This is an optimization exercise on Yosys and OpenROAD, whose aim is small area, a short achievable clock period and few clock cycles per item, not a production implementation.
The RTL was checked by simulation tests, not by an equivalence proof against the original design.
Power is estimated from default activity; no workload was simulated.

[design/flow/config.mk]
export PLATFORM = sky130hd
export DESIGN_NAME = ECC_ENC_DEC
export DESIGN_NICKNAME = ECC_ENC_DEC
export VERILOG_FILES = /design/flow/design.v
export SDC_FILE = /design/flow/constraint.sdc
export NUM_CORES = 4
export LEC_CHECK = 0
export CAP_MARGIN = 20
export CORE_MARGIN = 2
export CORE_UTILIZATION = 40
export SLEW_MARGIN = 20
[design/flow/constraint.sdc]
create_clock -name core_clock -period 5.0 [get_ports {clk}]
set_input_delay 1.0000 -clock core_clock [delete_from_list [all_inputs] [get_ports {clk}]]
set_output_delay 1.0000 -clock core_clock [all_outputs]
set_load 0.01 [all_outputs]
[design/flow/design.v]
`resetall
`timescale 1ns/10ps
module Register_selctor
#(
parameter AMBA_WORD = 32
)
(
input wire clk,
input wire rst,
input wire [1:0] PADDR,
input wire [AMBA_WORD-1:0] PWDATA,
input wire PENABLE,
input wire PSEL,
input wire PWRITE,
output reg [AMBA_WORD-1:0] CTRL ,
output reg [AMBA_WORD-1:0] DATA_IN,
output reg [AMBA_WORD-1:0] CODEWORD_WIDTH,
output reg [AMBA_WORD-1:0] NOISE
);
wire start_work;
 assign start_work = PSEL & PENABLE ;
always @(posedge clk or negedge rst) begin : Register_Selction
  if(!rst) 
	  begin
		CTRL <= {AMBA_WORD{1'b0}};
		DATA_IN <= {AMBA_WORD{1'b0}};
		CODEWORD_WIDTH <= {AMBA_WORD{1'b0}};
		NOISE <= {AMBA_WORD{1'b0}};
	  end
  else 
	  begin
		if(start_work) 
			begin
			    if( PWRITE) 
					begin 
						case(PADDR)  
						  2'b00 : CTRL <= PWDATA;
						  2'b01 : DATA_IN <= PWDATA;
						  2'b10 : CODEWORD_WIDTH <= PWDATA;
						  default : NOISE <= PWDATA;
						endcase
					end
			end
	  end
end
endmodule
`resetall
`timescale 1ns/10ps
module Encoder
#(
parameter AMBA_WORD = 32
)
(
input    clk,
input    rst,
input    Small,
input    Medium,
input    Large,
input   [AMBA_WORD-1:0] DATA_IN,
output reg 	[AMBA_WORD-1:0] Enc_Out 
);
wire [31:0] YOUT; 
wire [23:0] xor_gates ;
  assign xor_gates[0]   = DATA_IN[31]^DATA_IN[30];    
  assign xor_gates[1]   = DATA_IN[30]^DATA_IN[29];	 
  assign xor_gates[2]   = DATA_IN[29]^DATA_IN[28];	 
  assign xor_gates[3]   = DATA_IN[27]^DATA_IN[26];	 
  assign xor_gates[4]   = DATA_IN[26]^DATA_IN[25];	 
  assign xor_gates[5]   = DATA_IN[25]^DATA_IN[24];	 
  assign xor_gates[6]   = DATA_IN[24]^DATA_IN[23];	 
  assign xor_gates[7]   = DATA_IN[23]^DATA_IN[22];	 
  assign xor_gates[8]   = DATA_IN[22]^DATA_IN[21];	 
  assign xor_gates[9]   = DATA_IN[21]^DATA_IN[20];	 
  assign xor_gates[10]   = DATA_IN[19]^DATA_IN[18];	 
  assign xor_gates[11]   = DATA_IN[17]^DATA_IN[16];	 
  assign xor_gates[12]   = DATA_IN[16]^DATA_IN[15];	 
  assign xor_gates[13]   = DATA_IN[14]^DATA_IN[13];	 
  assign xor_gates[14]   = DATA_IN[12]^DATA_IN[11];	 
  assign xor_gates[15]   = DATA_IN[9]^DATA_IN[8];	 
  assign xor_gates[16]   = DATA_IN[7]^DATA_IN[6];	 
  assign xor_gates[17]   = DATA_IN[31]^DATA_IN[29]^DATA_IN[27];	 
  assign xor_gates[18]  = xor_gates[0]^xor_gates[2];	 
  assign xor_gates[19]  = xor_gates[0]^xor_gates[3];	 
  assign xor_gates[20]  =xor_gates[7]^xor_gates[9];	 
  assign xor_gates[21]  =xor_gates[12]^xor_gates[13];	 
  assign xor_gates[22] = xor_gates[18]^xor_gates[3];	 
  assign xor_gates[23]= xor_gates[22]^xor_gates[5];	 
    assign YOUT[31:28] = DATA_IN[31:28];
    assign YOUT[27]    = Small ?  xor_gates[1]^DATA_IN[28]  : DATA_IN[27]; 
    assign YOUT[26]    = Small ?  xor_gates[0]^DATA_IN[29]  : DATA_IN[26]; 
    assign YOUT[25]    = Small ?  xor_gates[0]^DATA_IN[28]  : DATA_IN[25]; 
    assign YOUT[24]    = Small ?  xor_gates[2]^DATA_IN[31]  : DATA_IN[24]; 
    assign YOUT[23:21] = DATA_IN[23:21];
    assign YOUT[20] = Medium ?  DATA_IN[31]^DATA_IN[28]^DATA_IN[21]^xor_gates[4]^xor_gates[7]    : DATA_IN[20]; 
    assign YOUT[19] = Medium ?  DATA_IN[25]^xor_gates[22]                         				 : DATA_IN[19]; 
    assign YOUT[18] = Medium ?  xor_gates[0]^xor_gates[2]^xor_gates[6]^DATA_IN[22]               : DATA_IN[18]; 
    assign YOUT[17] = Medium ?  xor_gates[19]^xor_gates[6]^DATA_IN[21]                     	     : DATA_IN[17]; 
    assign YOUT[16] = Medium ?  xor_gates[17]^xor_gates[5]^xor_gates[8]                          : DATA_IN[16]; 
    assign YOUT[15:6] = DATA_IN[15:6];
    assign YOUT[5] = Large ?  xor_gates[1]^xor_gates[6]^xor_gates[11]^xor_gates[16]^DATA_IN[27]^DATA_IN[20]^DATA_IN[18]^DATA_IN[13]^DATA_IN[11]^DATA_IN[10]^DATA_IN[8] 	    			: DATA_IN[5]; 
    assign YOUT[4] = Large ?  xor_gates[23]^xor_gates[20]^xor_gates[10]^DATA_IN[17] 																	  	    			: DATA_IN[4]; 
    assign YOUT[3] = Large ?  xor_gates[23]^xor_gates[21]^xor_gates[14]^DATA_IN[10]																		 	    			: DATA_IN[3]; 
    assign YOUT[2] = Large ?  xor_gates[18]^xor_gates[20]^xor_gates[21]^xor_gates[15]^DATA_IN[7]  													    					: DATA_IN[2]; 
    assign YOUT[1] = Large ?  xor_gates[19]^xor_gates[7]^xor_gates[10]^xor_gates[12]^xor_gates[14]^DATA_IN[8]^DATA_IN[6]^DATA_IN[9]							 		   		: DATA_IN[1]; 
    assign YOUT[0] = Large ?  xor_gates[17]^xor_gates[11]^DATA_IN[9]^DATA_IN[10]^xor_gates[16]^DATA_IN[25]^DATA_IN[23]^DATA_IN[21]^DATA_IN[19]^DATA_IN[14]^DATA_IN[12]   	: DATA_IN[0]; 
always @(posedge clk or negedge rst) begin : Size_Check    
	if(!rst) 
		begin
			Enc_Out <= {AMBA_WORD{1'b0}};
		end
	else 
		begin
			if(Small) 
				begin
					Enc_Out<={YOUT[AMBA_WORD-9:0],YOUT[31:24]};
				end
			else 
				if (Medium) 
					begin
						Enc_Out<={YOUT[AMBA_WORD-17:0],YOUT[31:16]};
					end
				else 
					begin
						Enc_Out<=YOUT;
					end
		end
end
endmodule
`resetall
`timescale 1ns/10ps
module Num_Of_Errors 
(
input [4:0] Yin,  
input [31:0] DATA_IN,  
input  Small,
input  Medium,
output reg [1:0] NOF ,  
output reg [4:0] NOE_Out   
);
reg [4:0] Prity_Y;
reg [5:0] S;
always@(*) begin : Get_S  
    if(Small) 
		begin
		  	S[5] <= ^DATA_IN;
			S[4:3] <= 2'b00;
			S[2] <= Prity_Y[2]^DATA_IN[26];
			S[1] <= Prity_Y[1]^DATA_IN[25];
			S[0] <= Prity_Y[0]^DATA_IN[24];
		end
	else 
		if (Medium) 
			begin
			  	S[5] <= ^DATA_IN;
				S[4] <= 1'b0;
				S[3:0] <= Prity_Y[3:0]^DATA_IN[19:16];
			end
		else 
			begin
			  	S[5] <= ^DATA_IN;
				S[4:0] <= Prity_Y[4:0]^DATA_IN[4:0];
			end
end
always @(*) begin : Check_Number_Of_Errors 
		if(S[5])
		begin
			NOF <= 2'b01 ; 
		end
		else
			begin
				NOF[0] <= S[5];
				NOF[1] <= S[0] | S[1] | S[2] | S[3] | S[4] ;
			end
  end
  always @(*) begin : Index_Of_Errors 
    NOE_Out <= S[4:0];  
  end
always @(*) begin : Get_Both_Parities 
		if(Small) 
			begin
				Prity_Y<={{2'b00},{Yin[2:0]}};
			end
		else 
			if (Medium) 
				begin
					Prity_Y<={{1'b0},{Yin[3:0]}};
				end
			else 
				begin
					Prity_Y<=Yin;
				end
end
endmodule
`resetall
`timescale 1ns/10ps
module Error_fix 
#(
parameter DATA_WIDTH = 32
)
(
input   clk,
input 	rst,
input  [4:0] S,    
input  [1:0] NOF,  
input   Small,
input   Medium,
input  [31:0] DATA_IN,
output reg [DATA_WIDTH-1:0] Dec_Out
);
reg [31:0] Bit_fix; 
wire Enable_Fix; 
assign Enable_Fix = NOF==2'b01 ? 1'b1 : 1'b0 ; 
always @(Enable_Fix or S) begin : Find_Number_Of_Errors  
	if(Enable_Fix) 
		begin
			case(S)
				5'b00001:	Bit_fix <= {{31{1'b0}},{1'b1}};
				5'b00010:	Bit_fix <= {{30{1'b0}},{1'b1},{1'b0}};	
				5'b00100:	Bit_fix <= {{29{1'b0}},{1'b1},{2{1'b0}}};
				5'b01000:	Bit_fix <= {{28{1'b0}},{1'b1},{3{1'b0}}};
				5'b10000:	Bit_fix <= {{27{1'b0}},{1'b1},{4{1'b0}}};
				5'b00000:	Bit_fix <= {{26{1'b0}},{1'b1},{5{1'b0}}};
				5'b00011:	Bit_fix <= {{25{1'b0}},{1'b1},{6{1'b0}}};
				5'b00101:	Bit_fix <= {{24{1'b0}},{1'b1},{7{1'b0}}};
				5'b00110:	Bit_fix <= {{23{1'b0}},{1'b1},{8{1'b0}}};
				5'b00111:	Bit_fix <= {{22{1'b0}},{1'b1},{9{1'b0}}};
				5'b01001:	Bit_fix <= {{21{1'b0}},{1'b1},{10{1'b0}}};
				5'b01010:	Bit_fix <= {{20{1'b0}},{1'b1},{11{1'b0}}};
				5'b01011:	Bit_fix <= {{19{1'b0}},{1'b1},{12{1'b0}}};
				5'b01100:	Bit_fix <= {{18{1'b0}},{1'b1},{13{1'b0}}};
				5'b01101:	Bit_fix <= {{17{1'b0}},{1'b1},{14{1'b0}}};
				5'b01110:	Bit_fix <= {{16{1'b0}},{1'b1},{15{1'b0}}};
				5'b01111:	Bit_fix <= {{15{1'b0}},{1'b1},{16{1'b0}}};
				5'b10001:	Bit_fix <= {{14{1'b0}},{1'b1},{17{1'b0}}};
				5'b10010:	Bit_fix <= {{13{1'b0}},{1'b1},{18{1'b0}}};
				5'b10011:	Bit_fix <= {{12{1'b0}},{1'b1},{19{1'b0}}};
				5'b10100:	Bit_fix <= {{11{1'b0}},{1'b1},{20{1'b0}}};
				5'b10101:	Bit_fix <= {{10{1'b0}},{1'b1},{21{1'b0}}};
				5'b10110:	Bit_fix <= {{9{1'b0}},{1'b1},{22{1'b0}}};
				5'b10111:	Bit_fix <= {{8{1'b0}},{1'b1},{23{1'b0}}};
				5'b11000:	Bit_fix <= {{7{1'b0}},{1'b1},{24{1'b0}}};
				5'b11001:	Bit_fix <= {{6{1'b0}},{1'b1},{25{1'b0}}};
				5'b11010:	Bit_fix <= {{5{1'b0}},{1'b1},{26{1'b0}}};
				5'b11011:	Bit_fix <= {{4{1'b0}},{1'b1},{27{1'b0}}};
				5'b11100:	Bit_fix <= {{3{1'b0}},{1'b1},{28{1'b0}}};
				5'b11101:	Bit_fix <= {{2{1'b0}},{1'b1},{29{1'b0}}};
				5'b11110:	Bit_fix <= {{1'b0},{1'b1},{30{1'b0}}};
				default :	Bit_fix <= {{1'b1},{31{1'b0}}};
			endcase
		end
	else 
		Bit_fix <= {32{1'b0}};
  end
always @(posedge clk or negedge rst) begin : Error_Fix_Out
	if(!rst) 
		begin
			Dec_Out <= {DATA_WIDTH{1'b0}};
		end		
	else 
		begin
		if(Small) 
			begin	
				Dec_Out	<=	DATA_IN[DATA_WIDTH-1:0]^{{2'b00},{Bit_fix[DATA_WIDTH-1:5]},{Bit_fix[2:0]}};
			end
		else 
			if (Medium) 
				begin
					Dec_Out	<=	DATA_IN[DATA_WIDTH-1:0]^{{1'b0},{Bit_fix[DATA_WIDTH-1:5]},{Bit_fix[3:0]}};
				end
			else 
				begin
					Dec_Out	<=	DATA_IN[DATA_WIDTH-1:0]^Bit_fix[DATA_WIDTH-1:0];
				end
		end
end
endmodule
`resetall
`timescale 1ns/10ps
module ECC_ENC_DEC 
#(
parameter DATA_WIDTH = 32,
parameter AMBA_ADDR_WIDTH = 20,
parameter AMBA_WORD = 32
)
(
input wire clk,
input wire rst,
input wire [AMBA_ADDR_WIDTH-1:0] 	PADDR,
input wire [AMBA_WORD-1:0] 			PWDATA,
input wire 							PENABLE,
									PSEL,
									PWRITE,
output reg [AMBA_WORD-1:0] 			PRDATA,
output reg [DATA_WIDTH-1:0] 		data_out,
output reg 							operation_done,
output reg [1:0]					num_of_errors
);
parameter [2:0] IDLE 			= 3'b000,
				ENCODING 		= 3'b001,
				DECODING 		= 3'b010,
				NOISE 			= 3'b011,
				FINISH			= 3'b100;
reg [2:0] current_state,
		  Next_State;
reg [1:0]  next_num_of_errors;
reg [31:0] FC_REG,
		   FC_REG_SAVE;
reg [31:0] DATA_IN_Pad,
		   Dec_in;
wire [AMBA_WORD-1:0] CTRL_REG,
					 DATA_IN_REG,
					 CODEWORD_WIDTH_REG,
					 NOISE_REG;
wire [1:0] NOF;
wire [4:0] NOE_Out;
reg [DATA_WIDTH-1:0] Enc_noise;
wire [AMBA_WORD-1:0] Enc_Out,
					 Dec_Out;
wire  Small ,  
	  Medium ,
	  Large;
reg	 next_operation_done ,
	 Noise_added ,
	 load ,
	 start_work;
Register_selctor #(  .AMBA_WORD(AMBA_WORD) )	Register_selctor(
   .clk            (clk),
   .rst            (rst),
   .PADDR          (PADDR[3:2]),
   .PWDATA         (PWDATA),
   .PENABLE        (PENABLE),
   .PSEL           (PSEL),
   .PWRITE         (PWRITE),
   .CTRL           (CTRL_REG),
   .DATA_IN        (DATA_IN_REG),
   .CODEWORD_WIDTH (CODEWORD_WIDTH_REG),
   .NOISE          (NOISE_REG)
);
Encoder #( .AMBA_WORD(32)) Encoder(
   .clk            (clk),
   .rst            (rst),
   .Small          (Small),
   .Medium         (Medium),
   .Large          (Large),
   .DATA_IN        (FC_REG),
   .Enc_Out         (Enc_Out)
);
Num_Of_Errors Num_Of_Errors(
   .Yin            (Enc_Out[4:0]),
   .DATA_IN        (FC_REG),
   .Small          (Small),
   .Medium         (Medium),
   .NOF            (NOF),
   .NOE_Out        (NOE_Out)
);
Error_fix #(.DATA_WIDTH(DATA_WIDTH)) Error_fix(
   .clk        (clk),
   .rst        (rst),
   .S          (NOE_Out),
   .NOF        (NOF),
   .Small      (Small),
   .Medium     (Medium),
   .DATA_IN    (Dec_in),
   .Dec_Out    (Dec_Out)
);
always@(current_state or CTRL_REG or start_work) 
begin: Top_state_machine  
			case (current_state)
				ENCODING: begin	 
							case (CTRL_REG[1:0])
								2'b00: begin
										Next_State			       	=       FINISH;
									end
								2'b01: begin
										Next_State					= 		 DECODING;
									end
								default: begin
											Next_State	= 		NOISE;
									end
							endcase
						end
				DECODING: begin	 
							Next_State			       	=       FINISH;
						end
				NOISE 	: begin	 
							Next_State			       	=       DECODING;
						end	
				FINISH  :
							Next_State					=      	IDLE;
				default: begin	 
							if(start_work)   
								begin
									Next_State = ENCODING;
								end
							else 
								begin
									Next_State 				= 		IDLE;	
								end
						end
			endcase
end
always@(PENABLE or PWRITE or PADDR) 
begin : Timing_Control 
	start_work = PENABLE & PWRITE & ~PADDR[3] & ~PADDR[2];
end
always@(Next_State or CTRL_REG) 
begin : FC_REG_Control  
	case (Next_State)
		ENCODING: begin	 
					case (CTRL_REG[1:0])
						2'b10: 		load = 1'b0 ;
						default:	load = 1'b0 ;
					endcase
				end
		DECODING: begin	 
					load			       	=       1'b1;
				end
		NOISE 	: begin	 
					load			       	=       1'b1;
				end		
		default: begin	 
					load       = 1'b0 ;
				end
	endcase
end
always@(Enc_Out or NOISE_REG or Small or Medium)
begin : Noise_Adding
	if(Small)
		Enc_noise = {Enc_Out[7:0]^NOISE_REG[7:0],{DATA_WIDTH-8{1'b0}}};
	else if(Medium)
		Enc_noise = {Enc_Out[15:0]^NOISE_REG[15:0],{DATA_WIDTH-16{1'b0}}};
	else
		Enc_noise = Enc_Out[DATA_WIDTH-1:0]^NOISE_REG[DATA_WIDTH-1:0];
end
always@(FC_REG or Small or Medium)
begin : Entering_Dec_data
	if(Small)
		Dec_in = {{32-8{1'b0}},FC_REG[31:32-8]};
	else if(Medium)
		Dec_in = {{32-16{1'b0}},FC_REG[31:32-16]};
	else
		Dec_in = FC_REG;
end
always@(current_state or Enc_noise or FC_REG_SAVE or DATA_IN_Pad) 
begin: FC_control
	case (current_state)
		NOISE   :
				FC_REG  	   = {Enc_noise,{32-DATA_WIDTH{1'b0}}};
		ENCODING: begin	 
					FC_REG         =	 	 DATA_IN_Pad;
				end
		default: begin	 
					FC_REG  = FC_REG_SAVE;
				end
	endcase
end
always@(posedge clk or negedge rst)
begin: Saving_data
	if(!rst)
		FC_REG_SAVE <= {32{1'b0}};
	else
		FC_REG_SAVE <= FC_REG ;
end
always@(current_state) 
begin : Noise_Control 
	case (current_state)
		NOISE 	: begin	 
					Noise_added 				= 		 1'b1;
				end	
		default: begin	 
					Noise_added         =	 	 1'b0;	
				end
	endcase
end
always@(posedge clk or negedge rst) 
begin : DATA_OUT_Control 
	if(!rst)
		data_out <= {DATA_WIDTH{1'b0}};
	else
		begin
			if(CTRL_REG[1:0] == 2'b00)
				data_out						<=		 Enc_Out[DATA_WIDTH-1:0];
			else
				data_out					<=		 Dec_Out[DATA_WIDTH-1:0];
		end
end
always@(current_state) 
begin : Next_operation_done_Control
	case (current_state)
		FINISH: begin	 
					next_operation_done         =	 	 1'b1;
				end
		default: begin	 
					next_operation_done         =	 	 1'b0;
				end
	endcase
end
always@(posedge clk or negedge rst) 
begin: Operation_bit_control
	if(!rst) 
		operation_done<= 1'b0;	
	else 
		operation_done<= next_operation_done;
end
always@(posedge clk or negedge rst) 
begin: State_control
	if(!rst) 
			current_state<= IDLE;
	else 
			current_state <= Next_State;
end
always @(posedge clk or negedge rst) begin : Register_Selction_Read
	if(!rst)
		PRDATA <= {AMBA_WORD{1'b0}};
	else
		begin
		  if(!PWRITE)
			begin
				case(PADDR[3:2])  
				  2'b00 : PRDATA <= CTRL_REG;
				  2'b01 : PRDATA <= DATA_IN_REG;
				  2'b10 : PRDATA <= CODEWORD_WIDTH_REG;
				  default : PRDATA <= NOISE_REG;
				endcase
			end
		end
end
always@(current_state or num_of_errors or NOF) 
begin : N_NOF_CONTROL
	case (current_state)
		NOISE: begin	 
					next_num_of_errors = NOF;
				end	
		DECODING: begin	 
					next_num_of_errors = NOF;
				end			
		ENCODING: begin	 
					next_num_of_errors = 2'b00;
				end							
		default: begin	 
					case(num_of_errors)
						2'b00: next_num_of_errors = 2'b00;
						2'b01: next_num_of_errors = 2'b01;
						default : next_num_of_errors = 2'b10;
					endcase
				end
	endcase
end
always@(posedge clk or negedge rst) 
begin: NOF_control
	if(!rst) 
		num_of_errors <= 2'b00;	
	else 
		num_of_errors<= next_num_of_errors;
end
assign Small  = ~CODEWORD_WIDTH_REG[1] & ~CODEWORD_WIDTH_REG[0];
assign Medium = ~CODEWORD_WIDTH_REG[1] &  CODEWORD_WIDTH_REG[0];
assign Large  =  CODEWORD_WIDTH_REG[1] & ~CODEWORD_WIDTH_REG[0];
always@(CTRL_REG or DATA_IN_REG or Small or Medium)
begin: Zero_padding
	case (CTRL_REG[1:0])
		2'b01: 	
			begin																		 
				if(Small) 
					begin
						DATA_IN_Pad = {{DATA_IN_REG[7:0]},{32-8{1'b0}}};		 
					end
				else 
				if (Medium) 
					begin
						DATA_IN_Pad = {{DATA_IN_REG[15:0]},{32-16{1'b0}}};		 
					end
				else 
					begin
						DATA_IN_Pad = DATA_IN_REG;		 
					end
			end
		default: 
			begin																		 
				if(Small) 
					begin
						DATA_IN_Pad = {{DATA_IN_REG[3:0]},{28{1'b0}}};		 
					end
				else 
				if (Medium) 
					begin
						DATA_IN_Pad = {{DATA_IN_REG[10:0]},{21{1'b0}}};		 
					end
				else 
					begin
						DATA_IN_Pad = {{DATA_IN_REG[25:0]},{6{1'b0}}};		 
					end
			end
	endcase
end
endmodule
[design/flow/run.sh]
#!/bin/bash
# synth_recipe.tcl (not shown) runs the flow's synth.tcl, then flattens the netlist and writes it again
# the make line also repeats each setting of config.mk as NAME=value (left out here)
make -C /OpenROAD-flow-scripts/flow DESIGN_CONFIG=/design/flow/config.mk WORK_HOME=/design/flow/orfs CLKGATE_MAP_FILE= SYNTH_SCRIPT=/design/flow/synth_recipe.tcl finish
==> run notes <==
critical path: stages, from the launching register on:
cell and delay, ns:
dfrtp_2 0.71, buf_4 0.34, nand4b_1 0.39, o2bb2ai_1 0.29
a21o_1 0.33, a22oi_1 0.27, xnor2_1 0.88, nand2_1 0.44
nor3_1 0.46, mux2i_1 0.28
power groups by stage:
stage          combinational, uW  clock (uW)  sequential [uW]
5_1_grt                     8700        2890             3840
2_1_floorplan               5470           0             3600
6_report                    8240        2710             3750
4_1_cts                     8240        2780             3750
3_5_place_dp                8190           0             3790
3_3_place_gp                8210           0             3770
per-stage QoR:
stage	utilization (%)	hold slack [ns]	area (um^2)	std cells	power [uW]
floorplan	-	0.456	15300	1255	9070
global route	48.6	0.471	18200	1906	15400
global placement	45.3	0.468	17000	1843	12000
CTS	48.6	0.445	18200	1906	14800
finish	48.6	0.425	18200	1906	14700
detailed placement	45.3	0.469	17000	1843	12000
layout make-up:
class	instances	share of cell area, %
clock buffers	49	5.54
clock inverters	14	1.18
inverters	13	0.274
multi-input cells	854	40.6
flip-flops and latches	294	40.3
well taps	511	3.50
repair buffers	171	8.56
worst max-delay path by stage:
stage                                                        start                               to  slack, ns
finish              Register_selctor.CODEWORD_WIDTH[1]$_DFFE_PN0P_  Error_fix.Dec_Out[27]$_DFF_PN0_       0.48
global route        Register_selctor.CODEWORD_WIDTH[1]$_DFFE_PN0P_  Error_fix.Dec_Out[21]$_DFF_PN0_       0.33
CTS                 Register_selctor.CODEWORD_WIDTH[1]$_DFFE_PN0P_  Error_fix.Dec_Out[10]$_DFF_PN0_       0.62
detailed placement  Register_selctor.CODEWORD_WIDTH[1]$_DFFE_PN0P_  Error_fix.Dec_Out[10]$_DFF_PN0_       0.65
global placement    Register_selctor.CODEWORD_WIDTH[1]$_DFFE_PN0P_  Error_fix.Dec_Out[10]$_DFF_PN0_       0.62
floorplan           Register_selctor.CODEWORD_WIDTH[0]$_DFFE_PN0P_   Error_fix.Dec_Out[8]$_DFF_PN0_       1.43
synth_stat cells, types with 5 or more instances:
master and number:
and3_1 5, buf_2 16, a21oi_1 37, mux2i_1 39
a221oi_1 5, o21ai_0 53, dfrtp_1 294, inv_1 12
xnor2_1 90, mux4_2 35, a32o_1 10, and3b_1 7
nor4_1 6, mux2_2 198, o22ai_1 9, nand2b_1 8
buf_1 18, buf_6 5, nor3_1 18, a221o_1 7
nor2b_1 7, xnor3_1 5, xor2_1 41, a211o_1 6
nand3_1 21, clkbuf_1 46, a211oi_1 6, buf_4 9
nand2_1 97, o211ai_1 10, nor2_1 53
per-layer routing:
layer	wire, um	global-route usage, %	vias up	share of wire (%)
met5	0	0	-	0
met4	1160	7.05	0	2.5
met3	2210	3.12	72	4.8
met2	22000	38.3	314	48
met1	20900	34.3	5450	45
li1	-	-	4720	-
kinds of logic (layout without fill, tap and decap cells):
| kind of cell | Yosys count | count (layout) | share of synthesized area (%) |
|---|---|---|---|
| AO/OA/AOI/OAI | 185 | 185 | 8.60 |
| XOR/XNOR | 143 | 143 | 9.28 |
| buffers and inverters | 107 | 247 | 3.24 |
| flip-flops | 294 | 294 | 48.2 |
| multiplexers | 274 | 274 | 22.5 |
| AND/OR/NAND/NOR | 252 | 252 | 8.17 |
==> results.json <==
{
  "final_cell_mix": "dfrtp_1, mux2_2, clkdlybuf4s50_1, nand2_1, xnor2_1",
  "clkPwrFrac_pct": 18.4,
  "yosys_warnings": 5,
  "cts_resized": 0,
  "rr_startpoint": "Register_selctor.CODEWORD_WIDTH[1]$_DFFE_PN0P_",
  "antenna_cells": 0,
  "power_density_nw_per_um2": 806,
  "end_kind": "register",
  "tns_ns": 0,
  "die_y_um": 199,
  "async_flop_share_pct": 100,
  "area_delta_synth_final_pct": 19.6,
  "synth_top_cell_area_share_pct": 48.2,
  "p_leak_uw": 0.00785,
  "grt_usage_pct": 24.0,
  "maxSlewHeadroom_pct": 31.5,
  "drv_cap": 0,
  "grt_setup_unrepaired": "no",
  "fill_cells": 3365,
  "grt-ovfl-total": 0,
  "dr.pass1.iters": 7,
  "place_ws_ns": 0.646,
  "internal_power_uw": 8400,
  "ys.flop_type": "dfrtp_1",
  "dp.final_hpwl_um": 33400,
  "place_congestion": 0.921,
  "final-max-slew-violation-count": 0,
  "status": "complete, no violations",
  "vias_per_cell": 5.54,
  "seq_power_share_pct": 25.5,
  "drive_gt1_share_pct": 28.4,
  "antenna_found_initial": 1,
  "fmax_mhz": 221,
  "fin_worst_skew_ns": 0.0132,
  "coreArea_um2": 37600,
  "worstPathArrival_ns": 4.95,
  "nets": 1427,
  "syn_nets": 1312,
  "first_global_vias": 11000,
  "seqCellArea_um2": 7360,
  "ctsLongestPathBuffers": 3,
  "switching_share_pct": 42.9,
  "syn_inst": 1255,
  "via_count": 10600,
  "multi_input_comb_area_um2": 7410,
  "hold_viol": 0,
  "postRouteAntennaNets": 0,
  "cts_tree": "yes",
  "regToRegSetupSlack_ns": 0.48,
  "syn_avg_cell_area_um2": 12.2,
  "post-route-period-util_pct": 90.4,
  "dieArea_um2": 39700,
  "cts_hold_buffers": 0,
  "drc": 0,
  "start_kind": "register",
  "die_x_um": 199,
  "row_count": 71,
  "p_switching_uw": 6300,
  "synthDistinctLibCells": 82,
  "clock_latency_ns": 0.53,
  "p_comb_share_pct": 56.0,
  "worstMarginPinSlew_ns": 1.02,
  "grt_pass1_wl_um": 70400,
  "htreeDepth": 2,
  "synth_enable_flop_cells": 0,
  "drtIter0Drc": 778,
  "ys_ff_latch": 294,
  "fin_ws_ns": 0.479,
  "critical_path.max_fanout": 27,
  "vdd_drop_max_mv": 0.894,
  "required_ns": 5.43,
  "yosysSeqAreaShare_pct": 48.2,
  "rr_endpoint": "Error_fix.Dec_Out[27]$_DFF_PN0_",
  "worstSetupPathType": "register to register",
  "grt_start_max_net_pins": 119,
  "rr_worst_depth": 9,
  "postCtsSetupBuffers": 0,
  "cts_buffers": 36,
  "period_needed_ns": 4.52,
  "final_common_cell": "dfrtp_1",
  "netlist_area_um2": 15300,
  "post_drt_wl_per_cell_um": 24.3,
  "clk_pin_slew_ns": 0.06,
  "synth_area_leader_cell": "dfrtp_1",
  "root_buffer": "clkbuf_16",
  "yosys-top-cells-area": "dfrtp_1, mux2_2, mux4_2",
  "cts_sinks": 294,
  "floorplan.initialDensity_pct": 40.6,
  "io_buffers": 105,
  "drt-total-wl_um": 46300,
  "num_io_pins": 124,
  "finalSetupViolCount": 0,
  "hold_class": "input port to async pin"
}
Testbench counts, summed over its fixed seeds: cycles 18,628, ops 1,920.

## separate check: timing with driven ports
In the flow no input, the clock included, has a driving cell. The finished layout below was timed again as built, in two steps.
Step 1: set_driving_cell puts a clkbuf_16 on clk and a buf_2 on each other input, an assumption about the parent block.
Step 2 also shifts input and output timing later by t, the mid clock arrival at the registers, as if the neighbouring blocks saw the same clock.
a / b / c = ideal / step 1 / step 2; a / b = the first two.
t, ns: 0.573
setup slack, ns: 0.479 / 0.479 / 0.479
worst setup path after step 2: register to register
latest minus earliest clock arrival (ns): 0.014 / 0.014
worst data-port slew with drivers (ns): 0.07
After both steps setup and hold are still met in this run. For this run, drivers alone change the setup slack by 0.000 ns; drivers and shift together by 0.000 ns.
